Background: an optimization exercise with open tools, aiming at small area and a short achievable clock period. Do not read the settings as production practice.
RTL that was checked went through simulation tests only; none was proved equivalent to the original.
Power and IR drop assume default switching activity.

==> 12-27: inputs <==
// MULTI_32bit
module MULTI_32bit(clk, rst, A, B, F);
  input clk, rst;
  input [31:0] A;
  input [31:0] B;
  output reg [31:0] F;
  reg r1_s;
  reg [7:0] r1_e;
  reg r1_c0_0;
  reg r1_c0_1;
  reg r1_c1_0;
  reg r1_c2_0;
  reg r1_c3_0;
  reg r1_c3_1;
  reg r1_c3_2;
  reg r1_c4_0;
  reg r1_c4_1;
  reg r1_c5_0;
  reg r1_c5_1;
  reg r1_c6_0;
  reg r1_c6_1;
  reg r1_c6_2;
  reg r1_c6_3;
  reg r1_c7_0;
  reg r1_c7_1;
  reg r1_c7_2;
  reg r1_c8_0;
  reg r1_c8_1;
  reg r1_c8_2;
  reg r1_c9_0;
  reg r1_c9_1;
  reg r1_c9_2;
  reg r1_c9_3;
  reg r1_c9_4;
  reg r1_c10_0;
  reg r1_c10_1;
  reg r1_c10_2;
  reg r1_c10_3;
  reg r1_c11_0;
  reg r1_c11_1;
  reg r1_c11_2;
  reg r1_c11_3;
  reg r1_c12_0;
  reg r1_c12_1;
  reg r1_c12_2;
  reg r1_c12_3;
  reg r1_c12_4;
  reg r1_c12_5;
  reg r1_c13_0;
  reg r1_c13_1;
  reg r1_c13_2;
  reg r1_c13_3;
  reg r1_c13_4;
  reg r1_c14_0;
  reg r1_c14_1;
  reg r1_c14_2;
  reg r1_c14_3;
  reg r1_c14_4;
  reg r1_c15_0;
  reg r1_c15_1;
  ...
Settings: LEC_CHECK=0, ABC_CLOCK_PERIOD_IN_PS=2500, CAP_MARGIN=20, CORE_MARGIN=2, CORE_UTILIZATION=40, CTS_BUF_LIST=sky130_fd_sc_hd__clkbuf_8, SETUP_SLACK_MARGIN=4.3, SLEW_MARGIN=20, SYNTH_HIERARCHICAL=1, SYNTH_MINIMUM_KEEP_SIZE=0; clock period 7.0 ns.
standard.sh (not shown) runs the stock make flow with config.mk's settings and CLKGATE_MAP_FILE= SYNTH_SCRIPT=/design/flow/synth_recipe.tcl, a recipe that flattens the netlist after the stock synthesis.
==> flow/flow/run.sh <==
#!/bin/bash
# The standard layout, but with port buffers of a plain buffer cell
# (buffer_ports otherwise picks a delay cell, clkdlybuf4s50_1).
set -euo pipefail
export BUFFER_PORTS_ARGS="-buffer_cell sky130_fd_sc_hd__buf_4"
bash standard.sh > make_finish.log 2>&1
==> 08-10: changes against 12-27 <==
SETUP_SLACK_MARGIN = 4.5   (was 4.3)
TNS_END_PERCENT = 10   (was default)
==> qor summary <==
item	08-10	12-27
Run status	complete, no violations	complete, no violations
Met1 Use GR	30.57%	30.35%
Reported clock group power	2.32 mW	2.22 mW
Sink of the worst hold path	r2_e[1]$_DFF_P_	r2_e[4]$_DFF_P_
Total length of routed wires	66,240 µm	65,590 µm
Critical hold path startpoint	r1_e[1]$_DFF_P_	r1_e[4]$_DFF_P_
Number of buffers outside the clock class in the layout	135	128
Final Wtd Congestion	0.8834	0.8516
Number of fill cells	4,903	4,912
Critical path data required time	7.50 ns	7.48 ns
Multi-input combinational area share	54.64%	54.86%
Critical Path Sink	r1_c27_7$_DFF_P_	r1_c25_3$_DFF_P_
Area growth from synthesis to layout	18.96%	17.40%
NonClk Buf Share	4.783%	4.413%
Initial antenna violation count	1	0
Util after Layout	48.19%	47.56%
Post-Place Worst Slack	3.319 ns	3.067 ns
Post-route cell area	26,600 µm²	26,250 µm²
Sequential cell area share	30.04%	30.33%
Number of gates given a new drive strength after cts	98	38
Clock latency reported for the late side of the worst-skew pair	0.67 ns	0.65 ns
No run of this note included a check of the RTL's function; only the layout flow was run.

========
==> run Y <==
Another version of the RTL of MULTI_32bit (not shown whole).
==> module MULTI_32bit_xor, before the edit <==
module MULTI_32bit_xor(a, b, y);
  input a, b;
  output y;
  assign y = a ^ b;
endmodule
==> module MULTI_32bit_and, before the edit <==
module MULTI_32bit_and(a, b, y);
  input a, b;
  output y;
  assign y = a & b;
endmodule
==> flow/config.mk <==
export PLATFORM = sky130hd
export DESIGN_NAME = MULTI_32bit
export DESIGN_NICKNAME = MULTI_32bit
export VERILOG_FILES = /design/flow/design.v
export SDC_FILE = /design/flow/constraint.sdc
export NUM_CORES = 4
export LEC_CHECK = 0
export ABC_CLOCK_PERIOD_IN_PS = 2500
export CAP_MARGIN = 20
export CORE_MARGIN = 2
export CORE_UTILIZATION = 40
export CTS_BUF_LIST = sky130_fd_sc_hd__clkbuf_8
export CTS_CLUSTER_DIAMETER = 60
export CTS_CLUSTER_SIZE = 20
export SETUP_SLACK_MARGIN = 4.3
export SLEW_MARGIN = 20
export SYNTH_HIERARCHICAL = 1
export SYNTH_MINIMUM_KEEP_SIZE = 0
==> flow/constraint.sdc <==
create_clock -name core_clock -period 7.0 [get_ports {clk}]
set_input_delay 1.4000 -clock core_clock [delete_from_list [all_inputs] [get_ports {clk}]]
set_output_delay 1.4000 -clock core_clock [all_outputs]
set_load 0.01 [all_outputs]
Scripts as last shown in full above: flow/flow/run.sh
==> inputs of run D, as changes to run Y <==
--- a/flow/design.v
+++ b/flow/design.v
@@ -4062,12 +4062,2 @@
 endmodule
-module MULTI_32bit_xor(a, b, y);
-  input a, b;
-  output y;
-  assign y = a ^ b;
-endmodule
-module MULTI_32bit_and(a, b, y);
-  input a, b;
-  output y;
-  assign y = a & b;
-endmodule
 module MULTI_32bit_ha(a, b, s, co);
CTS_CLUSTER_DIAMETER = default   (was 60)
CTS_CLUSTER_SIZE = default   (was 20)
SETUP_SLACK_MARGIN = 4.4   (was 4.3)
==> inputs of run F, as changes to run Y <==
--- a/flow/design.v
+++ b/flow/design.v
@@ -4062,12 +4062,2 @@
 endmodule
-module MULTI_32bit_xor(a, b, y);
-  input a, b;
-  output y;
-  assign y = a ^ b;
-endmodule
-module MULTI_32bit_and(a, b, y);
-  input a, b;
-  output y;
-  assign y = a & b;
-endmodule
 module MULTI_32bit_ha(a, b, s, co);
CTS_CLUSTER_DIAMETER = default   (was 60)
CTS_CLUSTER_SIZE = default   (was 20)
SETUP_SLACK_MARGIN = 4.2   (was 4.3)
==> impl_results.md <==
* Status: no timing/DRC/antenna violations
* Most frequent cells in the layout: dfxtp_1, a22o_1, xor2_1
* DP Worst Slack at 3420 ps
* Max VDD drop at 0.000242 V
* Setup CP Type: primary input to flip-flop
* Crit path cell chain: buf_4 -> ha_1 -> a22o_1 -> fa_1
* Levels on crit path at 4
* Area Overhead vs Synth at 14.9%
* Power share of the clock group at 19.0%
* Wire length on met2 at 27500 µm
* Worst-margin pin slew at 803 ps
[end of results for run F]
==> impl_results.md <==
* DP Worst Slack at 3470 ps
* Crit path cell chain: fa_2 -> fa_2 -> fa_1 -> fa_1 -> ha_2
* Most frequent cells in the layout: dfxtp_1, a22o_1, xor2_1
* Wire length on met2 at 25800 µm
* Area Overhead vs Synth at 18.4%
* Setup CP Type: flip-flop to flip-flop
* Levels on crit path at 5
* Status: no timing/DRC/antenna violations
* Max VDD drop at 0.000319 V
[end of results for run D]
==> impl_results.md <==
* Status: no timing/DRC/antenna violations
* Most frequent cells in the layout: dfxtp_1, a22o_1, xor2_1
* Wire length on met2 at 25500 µm
* Crit path cell chain: fa_2 -> fa_1 -> fa_1 -> fa_1 -> ha_1
* Worst-margin pin slew at 751 ps
* Max VDD drop at 0.000278 V
* Levels on crit path at 5
* Area Overhead vs Synth at 11.9%
[end of results for run Y]

========
==> job 2903 <==
Another version of the RTL of MULTI_32bit (not shown whole).
clock: 7.0 ns
lec_check: 0
abc_clock_period_in_ps: 2500
cap_margin: 20
core_margin: 2
core_utilization: 50
cts_buf_list: sky130_fd_sc_hd__clkbuf_16
cts_cluster_diameter: 80
cts_cluster_size: 30
setup_slack_margin: 4.4
slew_margin: 20
synth_hierarchical: 1
synth_minimum_keep_size: 0
Scripts as last shown in full above: flow/flow/run.sh
==> job 8479 (differences from job 2903) <==
--- a/flow/config.mk
+++ b/flow/config.mk
@@ -6,4 +6,5 @@
 export NUM_CORES = 4
 export LEC_CHECK = 0
+export ABC_AREA = 1
 export ABC_CLOCK_PERIOD_IN_PS = 2500
 export CAP_MARGIN = 20
@@ -13,5 +14,5 @@
 export CTS_CLUSTER_DIAMETER = 80
 export CTS_CLUSTER_SIZE = 30
-export SETUP_SLACK_MARGIN = 4.4
+export SETUP_SLACK_MARGIN = 4.3
 export SLEW_MARGIN = 20
 export SYNTH_HIERARCHICAL = 1
==> job 3889 (differences from job 2903) <==
--- a/flow/config.mk
+++ b/flow/config.mk
@@ -13,5 +13,5 @@
 export CTS_CLUSTER_DIAMETER = 80
 export CTS_CLUSTER_SIZE = 30
-export SETUP_SLACK_MARGIN = 4.4
+export SETUP_SLACK_MARGIN = 4.3
 export SLEW_MARGIN = 20
 export SYNTH_HIERARCHICAL = 1
==> impl_metrics.env <==
export IMPL_status="no timing/DRC/antenna violations"
export IMPL_rows=80
export IMPL_cts_made_buffers=26
export IMPL_clock_area_share_pct=3.885
export IMPL_p_per_area_mw_per_mm2=476.5
the above is filed under job 8479

==> impl_metrics.env <==
export IMPL_use_met1_pct=39.08
export IMPL_rows=76
export IMPL_status="no timing/DRC/antenna violations"
export IMPL_cts_made_buffers=21
export IMPL_clock_area_share_pct=2.784
export IMPL_p_per_area_mw_per_mm2=473.0
the above is filed under job 2903

==> impl_metrics.env <==
export IMPL_clock_area_share_pct=3.751
export IMPL_p_per_area_mw_per_mm2=485.3
export IMPL_nonClkBufAreaFrac_pct=4.332
export IMPL_cts_made_buffers=26
export IMPL_holdCritPathClass="flip-flop to flip-flop"
export IMPL_rows=76
export IMPL_status="no timing/DRC/antenna violations"
the above is filed under job 3889


========
==> inputs of garnet <==
Another version of the RTL of MULTI_32bit (not shown whole).
## MULTI_32bit
module MULTI_32bit(clk, rst, A, B, F);
  input clk, rst;
  input [31:0] A;
  input [31:0] B;
  output reg [31:0] F;
  reg r1_s;
  reg [7:0] r1_e;
  reg r1_c0_0;
  reg r1_c0_1;
  reg r1_c1_0;
  reg r1_c2_0;
  reg r1_c3_0;
  reg r1_c3_1;
  reg r1_c3_2;
  reg r1_c4_0;
  reg r1_c4_1;
  reg r1_c5_0;
  reg r1_c5_1;
  reg r1_c6_0;
  reg r1_c6_1;
  reg r1_c6_2;
  reg r1_c6_3;
  reg r1_c7_0;
  reg r1_c7_1;
  reg r1_c7_2;
  reg r1_c8_0;
  reg r1_c8_1;
  reg r1_c8_2;
  reg r1_c9_0;
  reg r1_c9_1;
  reg r1_c9_2;
  reg r1_c9_3;
  reg r1_c9_4;
  reg r1_c10_0;
  reg r1_c10_1;
  reg r1_c10_2;
  reg r1_c10_3;
  reg r1_c11_0;
  reg r1_c11_1;
  reg r1_c11_2;
  reg r1_c11_3;
  reg r1_c12_0;
  reg r1_c12_1;
  reg r1_c12_2;
  reg r1_c12_3;
  reg r1_c12_4;
  reg r1_c12_5;
  reg r1_c13_0;
  reg r1_c13_1;
  reg r1_c13_2;
  reg r1_c13_3;
  reg r1_c13_4;
  reg r1_c14_0;
  reg r1_c14_1;
  reg r1_c14_2;
  reg r1_c14_3;
  reg r1_c14_4;
  reg r1_c15_0;
  reg r1_c15_1;
  reg r1_c15_2;
  reg r1_c15_3;
  reg r1_c15_4;
  reg r1_c15_5;
  reg r1_c15_6;
  reg r1_c16_0;
  reg r1_c16_1;
  reg r1_c16_2;
  reg r1_c16_3;
  reg r1_c16_4;
  reg r1_c16_5;
  reg r1_c17_0;
  reg r1_c17_1;
  reg r1_c17_2;
  reg r1_c17_3;
  reg r1_c17_4;
  reg r1_c17_5;
  reg r1_c18_0;
  reg r1_c18_1;
  reg r1_c18_2;
  reg r1_c18_3;
  reg r1_c18_4;
  reg r1_c18_5;
  reg r1_c18_6;
  reg r1_c18_7;
  reg r1_c19_0;
  reg r1_c19_1;
  reg r1_c19_2;
  reg r1_c19_3;
  reg r1_c19_4;
  reg r1_c19_5;
  reg r1_c19_6;
  reg r1_c20_0;
  reg r1_c20_1;
  reg r1_c20_2;
  reg r1_c20_3;
  reg r1_c20_4;
  reg r1_c20_5;
  reg r1_c20_6;
  reg r1_c21_0;
  reg r1_c21_1;
  reg r1_c21_2;
  reg r1_c21_3;
  reg r1_c21_4;
  reg r1_c21_5;
  reg r1_c21_6;
  reg r1_c21_7;
  reg r1_c21_8;
  ...
clock: 7.0 ns
lec_check: 0
abc_clock_period_in_ps: 2500
cap_margin: 20
core_margin: 2
core_utilization: 40
cts_buf_list: sky130_fd_sc_hd__clkbuf_16
cts_cluster_diameter: 80
cts_cluster_size: 30
setup_slack_margin: 4.3
slew_margin: 20
synth_hierarchical: 1
synth_minimum_keep_size: 0
Scripts as last shown in full above: flow/flow/run.sh
==> amber (differences from garnet) <==
--- a/flow/design.v
+++ b/flow/design.v
@@ -541,16 +541,18 @@
   reg r2_h40;
   reg r2_h41;
   reg r2_h42;
   reg r2_h43;
   reg r2_h44;
   reg r2_h45;
   reg r2_h46;
   reg r2_h47;
+  reg r2_g9;
+  reg r2_g10;
   reg r2_g11;
   reg r2_g12;
   reg r2_g13;
   reg r2_g14;
   reg r2_g15;
   reg r2_g16;
   reg r2_g17;
   reg r2_g18;
@@ -578,16 +580,18 @@
   reg r2_g40;
   reg r2_g41;
   reg r2_g42;
   reg r2_g43;
   reg r2_g44;
   reg r2_g45;
   reg r2_g46;
   reg r2_g47;
+  reg r2_p10;
+  reg r2_p11;
   reg r2_p12;
   reg r2_p13;
   reg r2_p14;
   reg r2_p15;
   reg r2_p16;
   reg r2_p17;
   reg r2_p18;
   reg r2_p19;
@@ -617,17 +621,19 @@
     r2_h40 <= h1376;
     r2_h41 <= h1378;
     r2_h42 <= h1380;
     r2_h43 <= h1382;
     r2_h44 <= h1384;
     r2_h45 <= h1386;
     r2_h46 <= h1388;
     r2_h47 <= h1390;
-    r2_g11 <= lowsum[12];
+    r2_g9 <= lowsum[10];
+    r2_g10 <= g1317;
+    r2_g11 <= g1319;
     r2_g12 <= g1321;
     r2_g13 <= g1323;
     r2_g14 <= g1325;
     r2_g15 <= g1327;
     r2_g16 <= g1329;
     r2_g17 <= g1331;
     r2_g18 <= g1333;
     r2_g19 <= g1335;
@@ -654,16 +660,18 @@
     r2_g40 <= g1377;
     r2_g41 <= g1379;
     r2_g42 <= g1381;
     r2_g43 <= g1383;
     r2_g44 <= g1385;
     r2_g45 <= g1387;
     r2_g46 <= g1389;
     r2_g47 <= g1391;
+    r2_p10 <= h1316;
+    r2_p11 <= h1318;
     r2_p12 <= h1320;
     r2_p13 <= h1322;
     r2_p14 <= h1324;
     r2_p15 <= h1326;
     r2_p16 <= h1328;
     r2_p17 <= h1330;
     r2_p18 <= h1332;
     r2_p19 <= h1334;
@@ -2057,17 +2065,17 @@
   wire h1384;
   wire g1385;
   wire h1386;
   wire g1387;
   wire h1388;
   wire g1389;
   wire h1390;
   wire g1391;
-  wire [12:0] lowsum;
+  wire [10:0] lowsum;
   wire G1392;
   wire G1393;
   wire P1394;
   wire G1395;
   wire P1396;
   wire G1397;
   wire P1398;
   wire G1399;
@@ -2858,40 +2866,40 @@
   assign s910 = ~(A[22] ^ pp702);
   assign c911 = A[22] | pp702;
   assign s1294 = ~(r1_c47_0 ^ r1_c47_2);
   assign c1295 = r1_c47_0 | r1_c47_2;
   assign h1298 = r1_c1_0 ^ 1'b0;
   assign g1299 = r1_c1_0 & 1'b0;
   assign h1300 = r1_c2_0 ^ 1'b0;
   assign g1301 = r1_c2_0 & 1'b0;
-  assign lowsum = {1'b0, c1221, c1219, c1217, c1215, c1213, c1211, c1209, c1207, s1206, r1_c2_0, r1_c1_0, r1_c0_0} + {1'b0, s1222, s1220, s1218, s1216, s1214, s1212, s1210, s1208, r1_c3_2, 1'b0, 1'b0, r1_c0_1};
+  assign lowsum = {1'b0, c1217, c1215, c1213, c1211, c1209, c1207, s1206, r1_c2_0, r1_c1_0, r1_c0_0} + {1'b0, s1218, s1216, s1214, s1212, s1210, s1208, r1_c3_2, 1'b0, 1'b0, r1_c0_1};
   assign G1392 = 1'b0 | (1'b0 & 1'b0);
   assign G1393 = 1'b0 | (1'b0 & 1'b0);
   assign P1394 = 1'b0 & 1'b0;
   assign G1395 = 1'b0 | (1'b0 & 1'b0);
   assign P1396 = 1'b0 & 1'b0;
   assign G1397 = 1'b0 | (1'b0 & 1'b0);
   assign P1398 = 1'b0 & 1'b0;
   assign G1399 = 1'b0 | (1'b0 & 1'b0);
   assign P1400 = 1'b0 & 1'b0;
   assign G1401 = 1'b0 | (1'b0 & 1'b0);
   assign P1402 = 1'b0 & 1'b0;
   assign G1403 = 1'b0 | (1'b0 & 1'b0);
   assign P1404 = 1'b0 & 1'b0;
   assign G1405 = 1'b0 | (1'b0 & 1'b0);
   assign P1406 = 1'b0 & 1'b0;
-  assign G1407 = 1'b0 | (1'b0 & 1'b0);
+  assign G1407 = r2_g9 | (1'b0 & 1'b0);
   assign P1408 = 1'b0 & 1'b0;
-  assign G1409 = 1'b0 | (1'b0 & 1'b0);
-  assign P1410 = 1'b0 & 1'b0;
-  assign G1411 = r2_g11 | (1'b0 & 1'b0);
-  assign P1412 = 1'b0 & 1'b0;
+  assign G1409 = r2_g10 | (r2_p10 & r2_g9);
+  assign P1410 = r2_p10 & 1'b0;
+  assign G1411 = r2_g11 | (r2_p11 & r2_g10);
+  assign P1412 = r2_p11 & r2_p10;
   assign G1413 = r2_g12 | (r2_p12 & r2_g11);
-  assign P1414 = r2_p12 & 1'b0;
+  assign P1414 = r2_p12 & r2_p11;
   assign G1415 = r2_g13 | (r2_p13 & r2_g12);
   assign P1416 = r2_p13 & r2_p12;
   assign G1417 = r2_g14 | (r2_p14 & r2_g13);
   assign P1418 = r2_p14 & r2_p13;
   assign G1419 = r2_g15 | (r2_p15 & r2_g14);
   assign P1420 = r2_p15 & r2_p14;
   assign G1421 = r2_g16 | (r2_p16 & r2_g15);
   assign P1422 = r2_p16 & r2_p15;
Settings changed: CORE_UTILIZATION 40 to 50.
==> notes <==
Between garnet and amber, the lower core utilization is in garnet (gap 11 points).
Between garnet and amber, the lower global-route usage is in garnet (gap 4.8 points).
Worst setup slack: amber is better than garnet (0.11 ns).
amber ran to the end with no violations. garnet completed with no timing, DRC or antenna violations.
Of amber and garnet, garnet has the higher first-iteration DRC count (gap about 20%, measured against garnet).
Of amber and garnet, amber has the higher sequential power (gap about 2%, measured against garnet).
The RTL of garnet was laid out without a check of its function.

## port drivers added, routing unchanged
How much do the figures lean on ideal ports? The routed layouts below were timed once more, with nothing changed but the port constraints. Step 1 (the two cells are an assumption about what drives the block):
set clk [get_ports {clk}]
set_driving_cell -lib_cell sky130_fd_sc_hd__clkbuf_16 $clk
set_driving_cell -lib_cell sky130_fd_sc_hd__buf_2 [delete_from_list [all_inputs] $clk]
Step 2 also shifts input and output timing later by t, the mid clock arrival at the registers, as if the neighbouring blocks saw the same clock. Slacks: no drivers / after step 1 / after step 2; pairs: no drivers / after step 1.
run | shift t [ns] | slack for setup (ns) | worst setup path after step 2 | worst register clock-pin slew, ns | pins driven straight from the clock port
12-27 | 0.686 | 4.263 / 4.270 / 3.588 | input to register | 0.07 / 0.07 | 1
08-10 | 0.703 | 4.260 / 4.274 / 3.571 | input to register | 0.07 / 0.07 | 1
run Y | 0.713 | 4.295 / 4.295 / 3.636 | input to register | 0.12 / 0.12 | 1
run D | 0.669 | 4.278 / 4.278 / 3.742 | input to register | 0.06 / 0.06 | 1
run F | 0.687 | 4.189 / 4.209 / 3.522 | input to register | 0.07 / 0.07 | 1
job 2903 | 0.613 | 4.294 / 4.294 / 3.759 | input to register | 0.11 / 0.11 | 1
job 8479 | 0.644 | 4.321 / 4.321 / 3.762 | input to register | 0.11 / 0.11 | 1
job 3889 | 0.633 | 4.303 / 4.303 / 3.676 | input to register | 0.11 / 0.11 | 1
garnet | 0.633 | 4.214 / 4.214 / 3.628 | input to register | 0.11 / 0.11 | 1
amber | 0.633 | 4.326 / 4.349 / 3.717 | input to register | 0.10 / 0.10 | 1
After both steps setup and hold are still met in every run listed. For 08-10, which loses most, drivers alone change the setup slack by +0.014 ns; drivers and shift together by -0.689 ns.
